From an optimization exercise on the open Yosys and OpenROAD flow, aimed at small area; shortcuts taken in it are not production practice. The RTL was checked by simulation tests, not by an equivalence proof against the original design. In every run shown here, the design's own scripts or RTL, not TritonCTS, make the clock network. The clock input has no modelled driver; a real chip could not lean on it and would need a root buffer or a full tree. Power and IR drop assume default switching activity.

[flow/config.mk]
export PLATFORM = sky130hd
export DESIGN_NAME = probe_trigger
export DESIGN_NICKNAME = probe_trigger
export VERILOG_FILES = /design/flow/design.v
export SDC_FILE = /design/flow/constraint.sdc
export NUM_CORES = 4
export LEC_CHECK = 0
export CAP_MARGIN = 20
export CORE_MARGIN = 2
export CORE_UTILIZATION = 80
export PLACE_DENSITY = 0.9
export SLEW_MARGIN = 20
export SYNTH_HIERARCHICAL = 1
[flow/constraint.sdc]
create_clock -name core_clock -period 13.0 [get_ports {clk}]
set_input_delay 2.6000 -clock core_clock [delete_from_list [all_inputs] [get_ports {clk}]]
set_output_delay 2.6000 -clock core_clock [all_outputs]
set_load 0.01 [all_outputs]
[flow/design.v]
module ADC_Aqu (
	input             adc_clk,
	input             rst,
	input             adc_dco,
	input      [7:0]  adc_da,
	input      [7:0]  adc_db,
	input      [15:0] decimation,
	output reg [7:0]  adc_data,
	output reg        decim_clk
);
reg  [15:0] cnt_n;
wire [16:0] cy;      
wire [16:0] bo;      
wire [15:0] cnt_d;
wire        gt   = ~cy[16];
wire        nclr = cy[16] & ~rst;
assign cy[1]    = cnt_n[0] | decimation[0];
assign cnt_d[0] = ~(nclr & cnt_n[0]);
assign bo[1]    = cnt_n[0];
genvar i;
generate for (i = 1; i < 16; i = i + 1) begin : bitc
	CntMaj cmp (.a(cnt_n[i]), .b(decimation[i]), .c(cy[i]), .co(cy[i+1]));
	if (i % 2) begin : odd
		CntDB db (.k(cnt_n[i]), .nb(bo[i]), .nclr(nclr), .d(cnt_d[i]));
		CntBB bb (.k(cnt_n[i]), .nb(bo[i]), .bwo(bo[i+1]));
	end else begin : even
		CntDA da (.k(cnt_n[i]), .bw(bo[i]), .nclr(nclr), .d(cnt_d[i]));
		CntBA ba (.k(cnt_n[i]), .bw(bo[i]), .nbo(bo[i+1]));
	end
end endgenerate
always @(posedge adc_clk) begin
	cnt_n     <= cnt_d;
	decim_clk <= ~(cy[16] | rst);
	if (gt)
		adc_data <= adc_dco ? adc_da : adc_db;
end
endmodule
module CntMaj (input a, input b, input c, output co);
assign co = (a & b) | (a & c) | (b & c);
endmodule
module CntDA (input k, input bw, input nclr, output d);
assign d = ~(nclr & ~(k ^ bw));
endmodule
module CntDB (input k, input nb, input nclr, output d);
assign d = ~(nclr & (k ^ nb));
endmodule
module CntBA (input k, input bw, output nbo);
assign nbo = k | ~bw;
endmodule
module CntBB (input k, input nb, output bwo);
assign bwo = ~(nb | k);
endmodule
module Trigger (
	input            clk,
	input            en,
	input            rising,
	input      [7:0] data,
	input      [7:0] level,
	output reg       trig
);
reg  [119:0] win;
wire [7:0]   lb = {level[7], ~level[6:0]};
wire [10:0]  q;
wire [3:0]   e1, e3;
wire         c1, c3;
wire         lz  = ~|level[6:0];
wire         kle = level[7] | lz;     
wire         nkge = level[7];         
assign e1 = {rising & kle, rising ? ~kle : nkge, 1'b0, rising};
assign e3 = {~rising & kle, rising ? nkge : ~kle, 1'b0, ~rising};
always @(posedge clk) begin
	if (en) begin
		win  <= {~data[7], data[6:0], win[119:8]};
		trig <= (c1 ^ c3) & (c3 == rising);
	end
end
wire n1, n2, n3, n4, n6, n7, n9, n10, n12, n13, n15, n16, n18, n19, n20, n21, n22, n23, n25, n26, n28, n30, n31, n33, n34, n36, n37, n39, n41, n42, n44, n45, n47, n48, n50, n51, n53, n55, n56, n58, n59, n61, n62, n64, n65, n67, n68, n70, n71, n72, n74, n75, n77, n78, n80, n81, n83, n84, n86, n87, n88, n90, n91, n93, n94, n96, n97, n99, n100, n102, n103, n104, n106, n107, n109, n110, n112, n113, n115, n116, n118, n119, n120, n122, n123, n125, n126, n128, n129, n131, n132, n134, n135, n136, n138, n139, n141, n143, n144, n146, n147, n149, n150, n151, n153, n154, n156, n158, n159, n161, n162, n164, n165, n167, n169, n170, n172, n173, n175, n176, n178, n179, n181, n183, n184, n186, n187, n189, n190, n192, n193, n195, n196, n198, n199, n200, n202, n203, n205, n206, n208, n209, n211, n212, n214, n215, n216, n218, n219, n221, n222, n224, n225, n227, n228, n230, n231, n232, n234, n235, n237, n238, n240, n241, n243, n244, n246, n247, n248, n250, n251, n253, n254, n256, n257, n259, n260, n262, n263, n264, n266, n267, n269, n271, n272, n274, n275, n277;
assign n1 = lb[0] ^ lb[2];
assign n2 = lb[0] & lb[2];
TrigFA fa5 (.a(lb[1]), .b(lb[3]), .c(n2), .s(n3), .co(n4));
TrigFA fa8 (.a(lb[2]), .b(lb[4]), .c(n4), .s(n6), .co(n7));
TrigFA fa11 (.a(lb[3]), .b(lb[5]), .c(n7), .s(n9), .co(n10));
TrigFA fa14 (.a(lb[4]), .b(lb[6]), .c(n10), .s(n12), .co(n13));
TrigFA fa17 (.a(lb[5]), .b(lb[7]), .c(n13), .s(n15), .co(n16));
assign n18 = lb[6] ^ 1'b1 ^ n16;
assign n19 = (lb[6] & 1'b1) | (lb[6] & n16) | (1'b1 & n16);
assign n20 = lb[7] ^ 1'b1 ^ n19;
assign n21 = (lb[7] & 1'b1) | (lb[7] & n19) | (1'b1 & n19);
assign q[0] = lb[0];
assign q[1] = lb[1];
assign q[2] = n1;
assign q[3] = n3;
assign q[4] = n6;
assign q[5] = n9;
assign q[6] = n12;
assign q[7] = n15;
assign q[8] = n18;
assign q[9] = n20;
assign q[10] = n21;
TrigFA fa24 (.a(win[0]), .b(win[8]), .c(win[16]), .s(n22), .co(n23));
TrigFA fa27 (.a(win[24]), .b(win[32]), .c(e1[0]), .s(n25), .co(n26));
TrigMaj mj29 (.a(n22), .b(n25), .c(q[0]), .co(n28));
TrigFA fa32 (.a(win[1]), .b(win[9]), .c(win[17]), .s(n30), .co(n31));
TrigFA fa35 (.a(win[25]), .b(win[33]), .c(n23), .s(n33), .co(n34));
TrigFA fa38 (.a(n30), .b(n26), .c(n33), .s(n36), .co(n37));
TrigMaj mj40 (.a(q[1]), .b(n28), .c(n36), .co(n39));
TrigFA fa43 (.a(win[2]), .b(win[10]), .c(win[18]), .s(n41), .co(n42));
TrigFA fa46 (.a(win[26]), .b(win[34]), .c(e1[2]), .s(n44), .co(n45));
TrigFA fa49 (.a(n31), .b(n41), .c(n34), .s(n47), .co(n48));
TrigFA fa52 (.a(n44), .b(q[2]), .c(n37), .s(n50), .co(n51));
TrigMaj mj54 (.a(n47), .b(n39), .c(n50), .co(n53));
TrigFA fa57 (.a(win[3]), .b(win[11]), .c(win[19]), .s(n55), .co(n56));
TrigFA fa60 (.a(win[27]), .b(win[35]), .c(e1[3]), .s(n58), .co(n59));
TrigFA fa63 (.a(n42), .b(n55), .c(n45), .s(n61), .co(n62));
TrigFA fa66 (.a(n58), .b(q[3]), .c(n48), .s(n64), .co(n65));
TrigFA fa69 (.a(n61), .b(n51), .c(n64), .s(n67), .co(n68));
assign n70 = n53 & n67;
TrigFA fa73 (.a(win[4]), .b(win[12]), .c(win[20]), .s(n71), .co(n72));
TrigFA fa76 (.a(win[28]), .b(win[36]), .c(n56), .s(n74), .co(n75));
TrigFA fa79 (.a(n71), .b(n59), .c(n74), .s(n77), .co(n78));
TrigFA fa82 (.a(q[4]), .b(n62), .c(n77), .s(n80), .co(n81));
TrigFA fa85 (.a(n65), .b(n80), .c(n68), .s(n83), .co(n84));
assign n86 = n70 & n83;
TrigFA fa89 (.a(win[5]), .b(win[13]), .c(win[21]), .s(n87), .co(n88));
TrigFA fa92 (.a(win[29]), .b(win[37]), .c(n72), .s(n90), .co(n91));
TrigFA fa95 (.a(n87), .b(n75), .c(n90), .s(n93), .co(n94));
TrigFA fa98 (.a(q[5]), .b(n78), .c(n93), .s(n96), .co(n97));
TrigFA fa101 (.a(n81), .b(n96), .c(n84), .s(n99), .co(n100));
assign n102 = n86 & n99;
TrigFA fa105 (.a(win[6]), .b(win[14]), .c(win[22]), .s(n103), .co(n104));
TrigFA fa108 (.a(win[30]), .b(win[38]), .c(n88), .s(n106), .co(n107));
TrigFA fa111 (.a(n103), .b(n91), .c(n106), .s(n109), .co(n110));
TrigFA fa114 (.a(q[6]), .b(n94), .c(n109), .s(n112), .co(n113));
TrigFA fa117 (.a(n97), .b(n112), .c(n100), .s(n115), .co(n116));
assign n118 = n102 & n115;
TrigFA fa121 (.a(win[7]), .b(win[15]), .c(win[23]), .s(n119), .co(n120));
TrigFA fa124 (.a(win[31]), .b(win[39]), .c(n104), .s(n122), .co(n123));
TrigFA fa127 (.a(n119), .b(n107), .c(n122), .s(n125), .co(n126));
TrigFA fa130 (.a(q[7]), .b(n110), .c(n125), .s(n128), .co(n129));
TrigFA fa133 (.a(n113), .b(n128), .c(n116), .s(n131), .co(n132));
assign n134 = n118 & n131;
TrigFA fa137 (.a(n120), .b(n123), .c(q[8]), .s(n135), .co(n136));
TrigFA fa140 (.a(n126), .b(n135), .c(n129), .s(n138), .co(n139));
TrigMaj mj142 (.a(n138), .b(n132), .c(n134), .co(n141));
TrigFA fa145 (.a(q[9]), .b(n136), .c(n139), .s(n143), .co(n144));
assign n146 = n143 & n141;
TrigMaj mj148 (.a(q[10]), .b(n144), .c(n146), .co(n147));
assign n149 = 1'b1 & n147;
TrigFA fa152 (.a(win[80]), .b(win[88]), .c(win[96]), .s(n150), .co(n151));
TrigFA fa155 (.a(win[104]), .b(win[112]), .c(e3[0]), .s(n153), .co(n154));
TrigMaj mj157 (.a(n150), .b(n153), .c(q[0]), .co(n156));
TrigFA fa160 (.a(win[81]), .b(win[89]), .c(win[97]), .s(n158), .co(n159));
TrigFA fa163 (.a(win[105]), .b(win[113]), .c(n151), .s(n161), .co(n162));
TrigFA fa166 (.a(n158), .b(n154), .c(n161), .s(n164), .co(n165));
TrigMaj mj168 (.a(q[1]), .b(n156), .c(n164), .co(n167));
TrigFA fa171 (.a(win[82]), .b(win[90]), .c(win[98]), .s(n169), .co(n170));
TrigFA fa174 (.a(win[106]), .b(win[114]), .c(e3[2]), .s(n172), .co(n173));
TrigFA fa177 (.a(n159), .b(n169), .c(n162), .s(n175), .co(n176));
TrigFA fa180 (.a(n172), .b(q[2]), .c(n165), .s(n178), .co(n179));
TrigMaj mj182 (.a(n175), .b(n167), .c(n178), .co(n181));
TrigFA fa185 (.a(win[83]), .b(win[91]), .c(win[99]), .s(n183), .co(n184));
TrigFA fa188 (.a(win[107]), .b(win[115]), .c(e3[3]), .s(n186), .co(n187));
TrigFA fa191 (.a(n170), .b(n183), .c(n173), .s(n189), .co(n190));
TrigFA fa194 (.a(n186), .b(q[3]), .c(n176), .s(n192), .co(n193));
TrigFA fa197 (.a(n189), .b(n179), .c(n192), .s(n195), .co(n196));
assign n198 = n181 & n195;
TrigFA fa201 (.a(win[84]), .b(win[92]), .c(win[100]), .s(n199), .co(n200));
TrigFA fa204 (.a(win[108]), .b(win[116]), .c(n184), .s(n202), .co(n203));
TrigFA fa207 (.a(n199), .b(n187), .c(n202), .s(n205), .co(n206));
TrigFA fa210 (.a(q[4]), .b(n190), .c(n205), .s(n208), .co(n209));
TrigFA fa213 (.a(n193), .b(n208), .c(n196), .s(n211), .co(n212));
assign n214 = n198 & n211;
TrigFA fa217 (.a(win[85]), .b(win[93]), .c(win[101]), .s(n215), .co(n216));
TrigFA fa220 (.a(win[109]), .b(win[117]), .c(n200), .s(n218), .co(n219));
TrigFA fa223 (.a(n215), .b(n203), .c(n218), .s(n221), .co(n222));
TrigFA fa226 (.a(q[5]), .b(n206), .c(n221), .s(n224), .co(n225));
TrigFA fa229 (.a(n209), .b(n224), .c(n212), .s(n227), .co(n228));
assign n230 = n214 & n227;
TrigFA fa233 (.a(win[86]), .b(win[94]), .c(win[102]), .s(n231), .co(n232));
TrigFA fa236 (.a(win[110]), .b(win[118]), .c(n216), .s(n234), .co(n235));
TrigFA fa239 (.a(n231), .b(n219), .c(n234), .s(n237), .co(n238));
TrigFA fa242 (.a(q[6]), .b(n222), .c(n237), .s(n240), .co(n241));
TrigFA fa245 (.a(n225), .b(n240), .c(n228), .s(n243), .co(n244));
assign n246 = n230 & n243;
TrigFA fa249 (.a(win[87]), .b(win[95]), .c(win[103]), .s(n247), .co(n248));
TrigFA fa252 (.a(win[111]), .b(win[119]), .c(n232), .s(n250), .co(n251));
TrigFA fa255 (.a(n247), .b(n235), .c(n250), .s(n253), .co(n254));
TrigFA fa258 (.a(q[7]), .b(n238), .c(n253), .s(n256), .co(n257));
TrigFA fa261 (.a(n241), .b(n256), .c(n244), .s(n259), .co(n260));
assign n262 = n246 & n259;
TrigFA fa265 (.a(n248), .b(n251), .c(q[8]), .s(n263), .co(n264));
TrigFA fa268 (.a(n254), .b(n263), .c(n257), .s(n266), .co(n267));
TrigMaj mj270 (.a(n266), .b(n260), .c(n262), .co(n269));
TrigFA fa273 (.a(q[9]), .b(n264), .c(n267), .s(n271), .co(n272));
assign n274 = n271 & n269;
TrigMaj mj276 (.a(q[10]), .b(n272), .c(n274), .co(n275));
assign n277 = 1'b1 & n275;
assign c1 = n149;
assign c3 = n277;
endmodule
module TrigFA (input a, input b, input c, output s, output co);
assign s  = a ^ b ^ c;
assign co = (a & b) | (a & c) | (b & c);
endmodule
module TrigMaj (input a, input b, input c, output co);
assign co = (a & b) | (a & c) | (b & c);
endmodule
module probe_trigger (
	input  wire        clk,
	input  wire        rst,
	input  wire        adc_dco,
	input  wire [7:0]  adc_da,
	input  wire [7:0]  adc_db,
	input  wire [15:0] decimation,
	input  wire [7:0]  level,
	input  wire        rising,
	output wire [7:0]  adc_data,
	output wire        decim_strobe,
	output wire        trig
);
ADC_Aqu ADC_A (
	.adc_clk(clk), .rst(rst), .adc_dco(adc_dco), .adc_da(adc_da), .adc_db(adc_db),
	.decimation(decimation), .adc_data(adc_data), .decim_clk(decim_strobe));
Trigger trigger (
	.clk(clk), .en(decim_strobe), .rising(rising), .data(adc_data), .level(level),
	.trig(trig));
endmodule
[flow/flow/run.sh]
#!/bin/bash
set -euo pipefail
F=$PWD/flow
export POST_SYNTH_TCL=$F/downsize.tcl
export PRE_CTS_TCL=$F/cts.tcl
export CTS_LEAVES=${CTS_LEAVES:-7} CTS_ROOTS=${CTS_ROOTS:-2}
export CTS_LEAF_CELL=sky130_fd_sc_hd__clkbuf_8 CTS_ROOT_CELL=sky130_fd_sc_hd__clkbuf_4
export BUFFER_PORTS_ARGS="-buffer_cell sky130_fd_sc_hd__buf_1"
bash standard.sh synth > log_synth.txt 2>&1
bash standard.sh finish > log_finish.txt 2>&1
[flow/flow/cts.tcl]
rename clock_tree_synthesis tritoncts_unused

proc cts_env {name default} {
  if {[info exists ::env($name)] && $::env($name) ne ""} { return $::env($name) }
  return $default
}

proc cts_split {items k} {
  # split a list of {obj x y} into k groups of near-equal size, cutting
  # each time along the wider extent
  if {$k <= 1} { return [list $items] }
  set xs [lsort -integer -index 1 $items]
  set ys [lsort -integer -index 2 $items]
  set dx [expr {[lindex $xs end 1] - [lindex $xs 0 1]}]
  set dy [expr {[lindex $ys end 2] - [lindex $ys 0 2]}]
  set s [expr {$dx >= $dy ? $xs : $ys}]
  set k1 [expr {$k / 2}]
  set k2 [expr {$k - $k1}]
  set n1 [expr {([llength $s] * $k1 + $k / 2) / $k}]
  return [concat [cts_split [lrange $s 0 [expr {$n1 - 1}]] $k1] \
                 [cts_split [lrange $s $n1 end] $k2]]
}

proc cts_centroid {items} {
  set sx 0; set sy 0
  foreach s $items { incr sx [lindex $s 1]; incr sy [lindex $s 2] }
  return [list [expr {$sx / [llength $items]}] [expr {$sy / [llength $items]}]]
}

proc cts_buffer {name cell driver_net loads x y} {
  # loads: list of {iterm x y}; returns the new buffer's input as {iterm x y}
  set block [ord::get_db_block]
  set master [[ord::get_db] findMaster $cell]
  set buf [odb::dbInst_create $block $master $name]
  set net [odb::dbNet_create $block ${name}_net]
  $net setSigType CLOCK
  foreach s $loads { set it [lindex $s 0]; $it disconnect; $it connect $net }
  if {$driver_net ne ""} { [$buf findITerm A] connect $driver_net }
  [$buf findITerm X] connect $net
  $buf setLocation $x $y
  $buf setPlacementStatus PLACED
  puts "cts.tcl: $name ($cell) drives [llength $loads] pins at ($x, $y)"
  return [list [$buf findITerm A] $x $y]
}

proc clock_tree_synthesis {args} {
  set nleaf [cts_env CTS_LEAVES 8]
  set nroot [cts_env CTS_ROOTS 2]
  set leafcell [cts_env CTS_LEAF_CELL sky130_fd_sc_hd__clkbuf_8]
  set rootcell [cts_env CTS_ROOT_CELL sky130_fd_sc_hd__clkbuf_8]
  set block [ord::get_db_block]
  set clk [$block findNet clk]
  set sinks {}
  foreach it [$clk getITerms] {
    set b [[$it getInst] getBBox]
    lappend sinks [list $it [expr {([$b xMin] + [$b xMax]) / 2}] [expr {([$b yMin] + [$b yMax]) / 2}]]
  }
  set leaves {}
  set l 0
  foreach g [cts_split $sinks $nleaf] {
    lassign [cts_centroid $g] x y
    lappend leaves [cts_buffer clkleaf_$l $leafcell "" $g $x $y]
    incr l
  }
  set r 0
  foreach g [cts_split $leaves $nroot] {
    lassign [cts_centroid $g] x y
    cts_buffer clkroot_$r $rootcell $clk $g $x $y
    incr r
  }
  $clk setSigType CLOCK
  set_propagated_clock [all_clocks]
}
[flow/flow/downsize.tcl]
# POST_SYNTH hook: set every cell to the smallest drive strength of its
# function (same cell name up to the _N suffix). Timing has several ns of
# slack; the later repair steps upsize whatever needs it for slew or load.
set db [ord::get_db]
set block [ord::get_db_block]
set n 0
foreach inst [$block getInsts] {
  set m [[$inst getMaster] getName]
  if {![regexp {^(sky130_fd_sc_hd__[a-z0-9]+)_([0-9]+)$} $m -> base sz]} { continue }
  foreach s {0 1 2} {
    if {$s >= $sz} { break }
    set cand [$db findMaster ${base}_$s]
    if {$cand != "NULL" && $cand != ""} {
      if {[$inst swapMaster $cand]} { incr n }
      break
    }
  }
}
puts "downsize.tcl: swapped $n cells to a smaller drive strength"
[flow/standard.sh]
#!/bin/bash
# synth_recipe.tcl (not shown) runs the flow's synth.tcl, then flattens the netlist and writes it again
# the make line also repeats each setting of config.mk as NAME=value (left out here)
make -C /OpenROAD-flow-scripts/flow DESIGN_CONFIG=/design/flow/config.mk WORK_HOME=/design/flow/orfs CLKGATE_MAP_FILE= SYNTH_SCRIPT=/design/flow/synth_recipe.tcl "${@:-finish}"
==> flow_summary.ini, run 1 <==
[die]
ios = 54
coreArea_mm2 = 0.008134
die_h_um = 95.14
initial_utilization_pct = 81.70
die_w_um = 95.14
rows = 33
die-area_mm2 = 0.009052

[detailed_routing]
first_pass_iters = 4
vias = 3060
route.detailed.drc = 0
drtIter0Drc = 126
wl_per_cell_um = 20.28
routed_wl_um = 10410
vias_per_cell = 5.965
ant_nets = 0

[pwr]
p_total_uw = 758.9
sw_frac_of_total_pct = 21.31
seq_power_share_pct = 66.4
power.density_mw_per_mm2 = 107.0
p_clk_share_pct = 23.2
power.leakage_nw = 2.271
intPower_uw = 597.2
p_comb_share_pct = 10.4
ir_drop_uv = 95.98
p_sw_uw = 161.7

[global_route]
grt_start_max_net_pins = 69
antenna_found_initial = 0
grt_pass1_wl_um = 16550
first_global_vias = 3311
grt_usage_pct = 24.58
overflow = 0

[place]
placedInstanceArea_mm2 = 0.006983
dp_hpwl_um = 7795
dp_slack_ns = 3.968
io_buffers = 53
place.gp.congestion = 0.9030
place_inst = 504

[timing]
relSlewSlack_pct = 35.48
hold_viol = 0
finalWorstSetupSlack_ns = 4.381
slew_violations = 0
setup_viol = 0
grt_setup_unrepaired = false
fin_crit_sh_pct = 66.30
min_period_ns = 8.619
tightestPinTransition_ns = 0.9658
fmax_ghz = 0.1160
skew_ns = 0.04856
setup-tns-final_ns = 0
holdWs_ns = 0.3971

[cells_and_area]
syn_to_final_growth_pct = 6.759
nets = 536
stdcell_count = 513
diodes = 0
final_util_pct = 87.22
finish.instance_area_mm2 = 0.007094
layout-drive-gt1-share_pct = 2.696

[clock_network]
cts_setup_buffers = 0
clk_latency_ns = 0.39
holdBufCountCts = 0
cts_resized = 0
clk_pin_slew_ns = 0.12

[setup_path]
crit_path_end_kind = flip-flop
path_max_fanout = 8
cp-start-kind = input pin
path_class = in -> reg
arrival_ns = 8.69
crit_required_ns = 13.07

[synth]
synth_area_mm2 = 0.006645
syn_area_per_cell_um2 = 19.21
yosys_warnings = 8
synthCells = 346
syn-num-nets = 472

[hold_path]
hold_class = reg -> reg

[status]
status = finished clean

[flow_run]
drv_cap = 0
==> cell usage in the layout, fill, tap and decap left out, types with 10 or more instances in the layout <==
cell type and instances:
inv_1 15, nand2_1 17, buf_1 53, dfxtp_1 16, nor2_1 10, maj3_1 25
fa_1 79, edfxtp_1 129
==> power by group through the flow <==
stage          Sequential [mW]  Clock [mW]  Combinational, mW
2_1_floorplan            0.515           0             0.0543
3_3_place_gp             0.515           0             0.0715
3_5_place_dp             0.515           0             0.0796
4_1_cts                  0.504       0.179             0.0800
5_1_grt                  0.504       0.193             0.0897
6_report                 0.504       0.176             0.0787
==> worst max-delay path, cell delays in order <==
cell    delay (ns)
buf_1         0.06
or2_0         0.19
maj3_1        0.37
maj3_1        0.36
maj3_1        0.36
maj3_1        0.36
maj3_1        0.36
maj3_1        0.37
maj3_1        0.36
maj3_1        0.36
maj3_1        0.36
maj3_1        0.37
maj3_1        0.38
maj3_1        0.38
maj3_1        0.37
maj3_1        0.37
maj3_1        0.42
inv_1         0.27
==> sequential cells by signal, summed over array words and instances, names as in the netlist <==
register         flops
trigger.win        120
ADC_A.adc_data       8
ADC_A.cnt_n         16
trigger.trig         1
ADC_A.decim_clk      1
==> path summary, 6_finish.rpt <==
kind                              from                           to  slack, ns  cells after the start
max reg2reg     ADC_A.cnt_n[0]$_DFF_P_  ADC_A.adc_data[0]$_DFFE_PN_       6.26                     17
min reg2reg  trigger.win[43]$_DFFE_PP_    trigger.win[35]$_DFFE_PP_       0.40                      0
min          trigger.win[43]$_DFFE_PP_    trigger.win[35]$_DFFE_PP_       0.40                      0
max                      decimation[0]  ADC_A.adc_data[0]$_DFFE_PN_       4.38                     18
==> area by class of cell <==
type                       instances  area, um^2
multi-input combinational        184        2371
tap                              105       131.4
sequential                       146        4218
timing repair buffer              54       206.4
fill                             316        1040
buffer                             9       111.4
inverter                          15       56.30
==> metal layers <==
metal	track usage, %	up-vias	part of all wire [%]
li1	-	1340	-
met1	34.18	1600	41
met2	44.66	105	53
met3	2.292	15	4.9
met4	3.019	0	1.4
met5	0	-	0
==> inputs of run 2 (changes only) <==
--- a/flow/flow/run.sh
+++ b/flow/flow/run.sh
@@ -4,5 +4,5 @@
 export POST_SYNTH_TCL=$F/downsize.tcl
 export PRE_CTS_TCL=$F/cts.tcl
-export CTS_LEAVES=${CTS_LEAVES:-7} CTS_ROOTS=${CTS_ROOTS:-2}
+export CTS_LEAVES=8 CTS_ROOTS=2
 export CTS_LEAF_CELL=sky130_fd_sc_hd__clkbuf_8 CTS_ROOT_CELL=sky130_fd_sc_hd__clkbuf_4
 export BUFFER_PORTS_ARGS="-buffer_cell sky130_fd_sc_hd__buf_1"
==> run 2 against run 1 <==
Net effect: via count is 0.65% lower; first-iteration DRC count unchanged; total power is 1.7% higher; worst setup slack improved by 0.026 ns; synthesized area is the same; cell count increased by 0.19%; largest power group unchanged; sequential power about the same; combinational power rose by 4.3%; routed wire length grew 0.21%; fmax grew 0.31%; global-route usage is 0.053 points lower; critical path type unchanged; hold slack improved by 0.024 ns.
==> flow_summary.ini, run 2 <==
[setup_path]
timing.critical_path.buf_inv = 2
crit_path_end_kind = flip-flop
critPathLaunch = decimation[0]
arrival_ns = 8.64
path_class = in -> reg
cp-start-kind = input pin
crit_chain = buf_1 > or2_0 > maj3_1 > maj3_1 > maj3_1 > maj3_1 > maj3_1 > maj3_1 > maj3_1 > maj3_1 > maj3_1 > maj3_1 > maj3_1 > maj3_1 > maj3_1 > maj3_1 > maj3_1 > inv_1
path_max_fanout = 8
crit_top_cell = maj3_1
critPathTopFamily = adder cells
max_stage_delay_ns = 0.42
crit_slowest_cell = maj3_1
crit-reg2reg-launch = ADC_A.cnt_n[0]$_DFF_P_
crit_required_ns = 13.05

[cells_and_area]
multiInputGateArea_mm2 = 0.002371
nets = 537
final_cell_mix = edfxtp_1, fa_1, buf_1, maj3_1, nand2_1
syn_to_final_growth_pct = 6.967
largest_registers = trigger.win x120, ADC_A.cnt_n x16, ADC_A.adc_data x8
layout-drive-gt1-share_pct = 2.934
register_area_mm2 = 0.004218
stdcell_count = 514
final_common_cell = edfxtp_1
top_register = trigger.win
final_util_pct = 87.39
nFillCells = 303
diodes = 0
largest_register_ffs = 120
finish.instance_area_mm2 = 0.007108

[clock_network]
holdBufCountCts = 0
cts_setup_buffers = 0
clk_latency_ns = 0.38
cts_resized = 0
clk_pin_slew_ns = 0.11

[global_route]
antenna_found_initial = 0
use_met1_pct = 32.81
use_met2_pct = 43.96
overflow = 0
busiest_layer = met2
globalRouteMet3Util_pct = 3.004
first_global_vias = 3322
grt_pass1_wl_um = 16480
grt_start_max_net_pins = 69
grt_usage_pct = 24.53

[die]
ios = 54
coreArea_mm2 = 0.008134
rows = 33
die_w_um = 95.14
initial_utilization_pct = 81.70
die_h_um = 95.14
die-area_mm2 = 0.009052

[synth]
yosys_warnings = 8
synthCells = 346
syn-num-nets = 472
synth_area_mm2 = 0.006645
syn_area_per_cell_um2 = 19.21

[timing]
setup-tns-final_ns = 0
finalWorstSetupSlack_ns = 4.407
min_period_ns = 8.593
skew_ns = 0.01276
relSlewSlack_pct = 33.89
fin_crit_sh_pct = 66.10
slew_violations = 0
grt_setup_unrepaired = false
setup_viol = 0
fmax_ghz = 0.1164
hold_viol = 0
tightestPinTransition_ns = 0.9897

[pwr]
p_clk_share_pct = 24.1
ir_drop_uv = 88.42
sw_frac_of_total_pct = 21.65
p_sw_uw = 167.1
seq_power_share_pct = 65.3
intPower_uw = 604.8
power.leakage_nw = 2.278
power.density_mw_per_mm2 = 108.6
p_comb_share_pct = 10.6

[flow_run]
drv_cap = 0

[place]
place.gp.congestion = 0.9030
placedInstanceArea_mm2 = 0.006983
dp_slack_ns = 3.968
place_inst = 504
dp_hpwl_um = 7795
io_buffers = 53

[detailed_routing]
route.detailed.drc = 0
wl_per_cell_um = 20.29
vias = 3040
vias_per_cell = 5.914
drtIter0Drc = 126
routed_wl_um = 10430
first_pass_iters = 4
ant_nets = 0

[hold_path]
hold_class = reg -> reg
min_from = trigger.win[76]$_DFFE_PP_

[status]
status = finished clean
==> run 2: layer usage <==
metal | wire length, um | vias to the layer above
li1 | - | 1343
met1 | 4150 | 1559
met2 | 5448 | 115
met3 | 571 | 23
met4 | 258 | 0
met5 | 0 | -
==> run 2: area by class of cell <==
type	instances	area share, %
timing repair buffer	54	2.904
multi-input combinational	184	33.36
inverter	15	0.7921
buffer	10	1.760
tap	105	1.848
sequential	146	59.34
==> run 2: path summary, 6_finish.rpt <==
check | slack [ns] | cells past startpoint | to
max | 4.41 | 18 | ADC_A.adc_data[3]$_DFFE_PN_
min | 0.42 | 0 | trigger.win[68]$_DFFE_PP_
max reg2reg | 6.30 | 17 | ADC_A.adc_data[3]$_DFFE_PN_
min reg2reg | 0.42 | 0 | trigger.win[68]$_DFFE_PP_
==> run 2: power by group through the flow <==
stage / Clock [mW] / Combinational, mW / Sequential [mW]
floorplan: 0 / 0.0543 / 0.515
CTS: 0.188 / 0.0834 / 0.504
global placement: 0 / 0.0715 / 0.515
global route: 0.204 / 0.0923 / 0.504
finish: 0.186 / 0.0821 / 0.504
detailed placement: 0 / 0.0796 / 0.515
==> run 2: metrics by stage <==
step	hold slack [ns]	power, mW
6_report	0.4213	0.7719
5_1_grt	0.4328	0.8003
4_1_cts	0.4288	0.7754
3_5_place_dp	0.4045	0.5943
3_3_place_gp	0.4008	0.5862
2_1_floorplan	0.4003	0.5691

==> port drivers added, routing unchanged <==
The flow's constraints put no driver on any port. The routed layouts listed below were extracted and timed again, unchanged, in two steps. Step 1 (the two cells are an assumption about what drives the block):
set clk [get_ports {clk}]
set_driving_cell -lib_cell sky130_fd_sc_hd__clkbuf_16 $clk
set_driving_cell -lib_cell sky130_fd_sc_hd__buf_2 [delete_from_list [all_inputs] $clk]
Step 2 moves the port delays by t, midway between the first and last clock arrival at a register: inputs arrive t later, outputs are due t later. That takes back most of the time a late clock gives input paths. Three values: no drivers, after step 1, after step 2; two values: the first two.
run | t, ns | setup slack, ns | hold WS [ns] | slew at the worst register clock pin (ns)
run 1 | 0.400 | 4.381 / 4.401 / 4.000 | 0.397 / 0.397 / 0.397 | 0.12 / 0.12
run 2 | 0.407 | 4.407 / 4.426 / 4.019 | 0.421 / 0.421 / 0.421 | 0.11 / 0.11
After both steps setup and hold are still met in every run listed. The setup slack of run 2, which loses most, moves by +0.019 ns with the drivers and by -0.388 ns with both steps.
